Source: an optimization exercise on an open RTL-to-GDS flow (aim: small area and a short achievable clock period). Production flows keep margins and buffers that such runs may drop.
Function was checked by simulation only, so behaviour that the tests miss may differ from the original.
Power is estimated from default activity; no workload was simulated.

==> flow/design.v (excerpt) <==
module Convolution(
    input clk,
    input rst_n,
    input in_valid,
    input weight_valid,
    input [7:0] In_IFM_1,
    input [7:0] In_IFM_2,
    input [7:0] In_IFM_3,
    input [7:0] In_IFM_4,
    input [7:0] In_IFM_5,
    input [7:0] In_IFM_6,
    input [7:0] In_IFM_7,
    input [7:0] In_IFM_8,
    input [7:0] In_IFM_9,
    input [7:0] In_Weight_1,
    input [7:0] In_Weight_2,
    input [7:0] In_Weight_3,
    input [7:0] In_Weight_4,
    input [7:0] In_Weight_5,
    input [7:0] In_Weight_6,
    input [7:0] In_Weight_7,
    input [7:0] In_Weight_8,
    input [7:0] In_Weight_9,
    output reg out_valid,
    output reg [20:0] Out_OFM
);
reg [7:0] xn1, wn1;
reg [7:0] xn2, wn2;
reg [7:0] xn3, wn3;
reg [7:0] xn4, wn4;
reg [7:0] xn5, wn5;
reg [7:0] xn6, wn6;
reg [7:0] xn7, wn7;
reg [7:0] xn8, wn8;
reg [7:0] xn9, wn9;
always @(posedge clk) begin
    xn1 <= In_IFM_1;
    xn2 <= In_IFM_2;
    xn3 <= In_IFM_3;
    xn4 <= In_IFM_4;
    xn5 <= In_IFM_5;
    xn6 <= In_IFM_6;
    xn7 <= In_IFM_7;
    xn8 <= In_IFM_8;
    xn9 <= In_IFM_9;
    if (weight_valid) begin
        wn1 <= In_Weight_1;
        wn2 <= In_Weight_2;
        wn3 <= In_Weight_3;
        wn4 <= In_Weight_4;
        wn5 <= In_Weight_5;
        wn6 <= In_Weight_6;
        wn7 <= In_Weight_7;
        wn8 <= In_Weight_8;
        wn9 <= In_Weight_9;
    end
end
reg [4:0] vpipe;
always @(posedge clk or negedge rst_n) begin
    if (!rst_n) begin
        vpipe <= 0;
        out_valid <= 1'b0;
    end else begin
        vpipe <= {vpipe[3:0], in_valid};
        out_valid <= vpipe[4];
    end
end
reg r0_0;
reg r0_1;
reg r0_2;
reg r0_3;
reg r0_4;
reg r0_5;
reg r0_6;
reg r0_7;
reg r0_8;
reg r0_9;
reg r0_10;
reg r0_11;
reg r0_12;
reg r0_13;
reg r0_14;
reg r0_15;
reg r0_16;
reg r0_17;
reg r0_18;
reg r0_19;
reg r0_20;
reg r0_21;
  ...
Size in the first run: roughly 170 I/O pins, about 27,000 sq um of cells after synthesis.
clock: 5.5 ns
lec_check: 0
cap_margin: 20
core_margin: 2
core_utilization: 60
place_density: 0.7
setup_slack_margin: 3.15
slew_margin: 20
synth_hierarchical: 1
synth_minimum_keep_size: 0
standard.sh (not shown) runs the stock make flow with config.mk's settings and CLKGATE_MAP_FILE= SYNTH_SCRIPT=/design/flow/synth_recipe.tcl, a recipe that flattens the netlist after the stock synthesis.
==> flow/flow/run.sh <==
#!/bin/bash
# Standard ORFS layout, with plain buf_1 cells as the port buffers (the resizer
# may upsize them) instead of the delay-buffer cells buffer_ports picks itself,
# and clock tree synthesis without dummy loads.
set -euo pipefail
bash standard.sh finish \
  "BUFFER_PORTS_ARGS=-buffer_cell sky130_fd_sc_hd__buf_1" \
  "CTS_ARGS=-sink_clustering_enable -repair_clock_nets -sink_clustering_size 22 -sink_clustering_max_diameter 60 -dont_use_dummy_load" \
  > orfs_flow.log 2>&1
Next try:
==> flow/flow/run.sh (replaced) <==
#!/bin/bash
# Standard ORFS layout, with plain buf_1 cells as the port buffers (the resizer
# may upsize them) instead of the delay-buffer cells buffer_ports picks itself.
set -euo pipefail
bash standard.sh finish "BUFFER_PORTS_ARGS=-buffer_cell sky130_fd_sc_hd__buf_1" > orfs_flow.log 2>&1
--- a/flow/config.mk
+++ b/flow/config.mk
@@ -9,5 +9,4 @@
 export CORE_MARGIN = 2
-export CORE_UTILIZATION = 60
-export PLACE_DENSITY = 0.7
-export SETUP_SLACK_MARGIN = 3.15
+export CORE_UTILIZATION = 40
+export SETUP_SLACK_MARGIN = 3.45
 export SLEW_MARGIN = 20
Global-route usage went down by 8.4 points.
Final cell count went up by about 15%.
Non-clock buffer count went up by 42.
Power went up by 15%.
Next try:
==> flow/flow/run.sh (replaced) <==
#!/bin/bash
# Standard ORFS layout, with plain buf_1 cells as the port buffers (the resizer
# may upsize them) instead of the delay-buffer cells buffer_ports picks itself,
# and clock tree synthesis without dummy loads, on clkbuf_8 cells in
# smaller sink clusters.
set -euo pipefail
bash standard.sh finish \
  "BUFFER_PORTS_ARGS=-buffer_cell sky130_fd_sc_hd__buf_1" \
  "CTS_ARGS=-sink_clustering_enable -repair_clock_nets -sink_clustering_size 16 -sink_clustering_max_diameter 50 -dont_use_dummy_load -buf_list sky130_fd_sc_hd__clkbuf_8" \
  > orfs_flow.log 2>&1
--- a/flow/config.mk
+++ b/flow/config.mk
@@ -7,6 +7,8 @@
 export LEC_CHECK = 0
+export ABC_AREA = 1
 export CAP_MARGIN = 20
 export CORE_MARGIN = 2
-export CORE_UTILIZATION = 40
-export SETUP_SLACK_MARGIN = 3.45
+export CORE_UTILIZATION = 60
+export PLACE_DENSITY = 0.7
+export SETUP_SLACK_MARGIN = 3.25
 export SLEW_MARGIN = 20
The new run produced a clean layout. Cell area came out lower by a little under a tenth. First-iteration DRC count rose by well over a third. Clock-buffer cell count fell by 41. Clock skew rose by 0.034 ns.
Next try:
==> flow/flow/run.sh (replaced) <==
#!/bin/bash
# Standard ORFS layout, with plain buf_1 cells as the port buffers (the resizer
# may upsize them) instead of the delay-buffer cells buffer_ports picks itself.
set -euo pipefail
bash standard.sh finish "BUFFER_PORTS_ARGS=-buffer_cell sky130_fd_sc_hd__buf_1" > orfs_flow.log 2>&1
--- a/flow/config.mk
+++ b/flow/config.mk
@@ -7,7 +7,7 @@
 export LEC_CHECK = 0
-export ABC_AREA = 1
 export CAP_MARGIN = 20
 export CORE_MARGIN = 2
-export CORE_UTILIZATION = 60
-export PLACE_DENSITY = 0.7
+export CORE_UTILIZATION = 40
+export CTS_CLUSTER_DIAMETER = 60
+export CTS_CLUSTER_SIZE = 22
 export SETUP_SLACK_MARGIN = 3.25
=> The changed run finished with timing, DRC and antenna clean. Cell area climbs by 4.0%. Die area went up by 48%. Wire length is higher by 9.3%. Via count shrinks by 2.7%.
Next try:
--- a/flow/config.mk
+++ b/flow/config.mk
@@ -9,5 +9,6 @@
 export CORE_MARGIN = 2
-export CORE_UTILIZATION = 40
+export CORE_UTILIZATION = 60
 export CTS_CLUSTER_DIAMETER = 60
 export CTS_CLUSTER_SIZE = 22
+export PLACE_DENSITY = 0.7
 export SETUP_SLACK_MARGIN = 3.25
After rerunning: The changed run ran to the end with no violations; total power goes down by about 4.3%; hold slack barely changes; count of clock-buffer cells in the layout goes down by 11; global-route usage goes up by 8.8 points; synthesized area stays the same; worst setup slack gains 0.032 ns.
Next try:
==> flow/flow/run.sh (replaced) <==
#!/bin/bash
# Standard ORFS layout, with plain buf_1 cells as the port buffers (the resizer
# may upsize them) instead of the delay-buffer cells buffer_ports picks itself,
# and clock tree synthesis without dummy loads.
set -euo pipefail
bash standard.sh finish \
  "BUFFER_PORTS_ARGS=-buffer_cell sky130_fd_sc_hd__buf_1" \
  "CTS_ARGS=-sink_clustering_enable -repair_clock_nets -sink_clustering_size 16 -sink_clustering_max_diameter 50 -dont_use_dummy_load -buf_list sky130_fd_sc_hd__clkbuf_8" \
  > orfs_flow.log 2>&1
--- a/flow/config.mk
+++ b/flow/config.mk
@@ -10,4 +10,2 @@
 export CORE_UTILIZATION = 60
-export CTS_CLUSTER_DIAMETER = 60
-export CTS_CLUSTER_SIZE = 22
 export PLACE_DENSITY = 0.7
What happened: Final area came out lower by a few percent. Maximum frequency came out lower by a few percent. Hold slack got worse by 0.040 ns. Register-to-register slack hardly moves. Core utilization came out lower by 1.5 points.

[port drivers added, routing unchanged]
In the flow no input, the clock included, has a driving cell. The finished layouts below were timed again as built, in two steps.
Step 1 (the two cells are an assumption about what drives the block):
set clk [get_ports {clk}]
set_driving_cell -lib_cell sky130_fd_sc_hd__clkbuf_16 $clk
set_driving_cell -lib_cell sky130_fd_sc_hd__buf_2 [delete_from_list [all_inputs] $clk]
Step 2 also shifts input and output timing later by t, the mid clock arrival at the registers, as if the neighbouring blocks saw the same clock.
Slacks: ideal / step 1 / step 2; pairs: ideal / step 1.
run | t, ns | setup WS [ns] | clock arrival spread, ns
the first run | 0.636 | 3.329 / 3.292 / 2.997 | 0.039 / 0.040
the second run | 0.651 | 3.337 / 3.281 / 2.932 | 0.032 / 0.032
the third run | 0.709 | 3.268 / 3.213 / 3.066 | 0.059 / 0.059
the fourth run | 0.668 | 3.298 / 3.237 / 2.968 | 0.036 / 0.036
the fifth run | 0.639 | 3.330 / 3.299 / 3.004 | 0.029 / 0.028
the sixth run | 0.718 | 3.280 / 3.226 / 2.993 | 0.054 / 0.055
After both steps setup and hold are still met in every run listed. The setup slack of the second run, which loses most, moves by -0.056 ns with the drivers and by -0.405 ns with both steps.
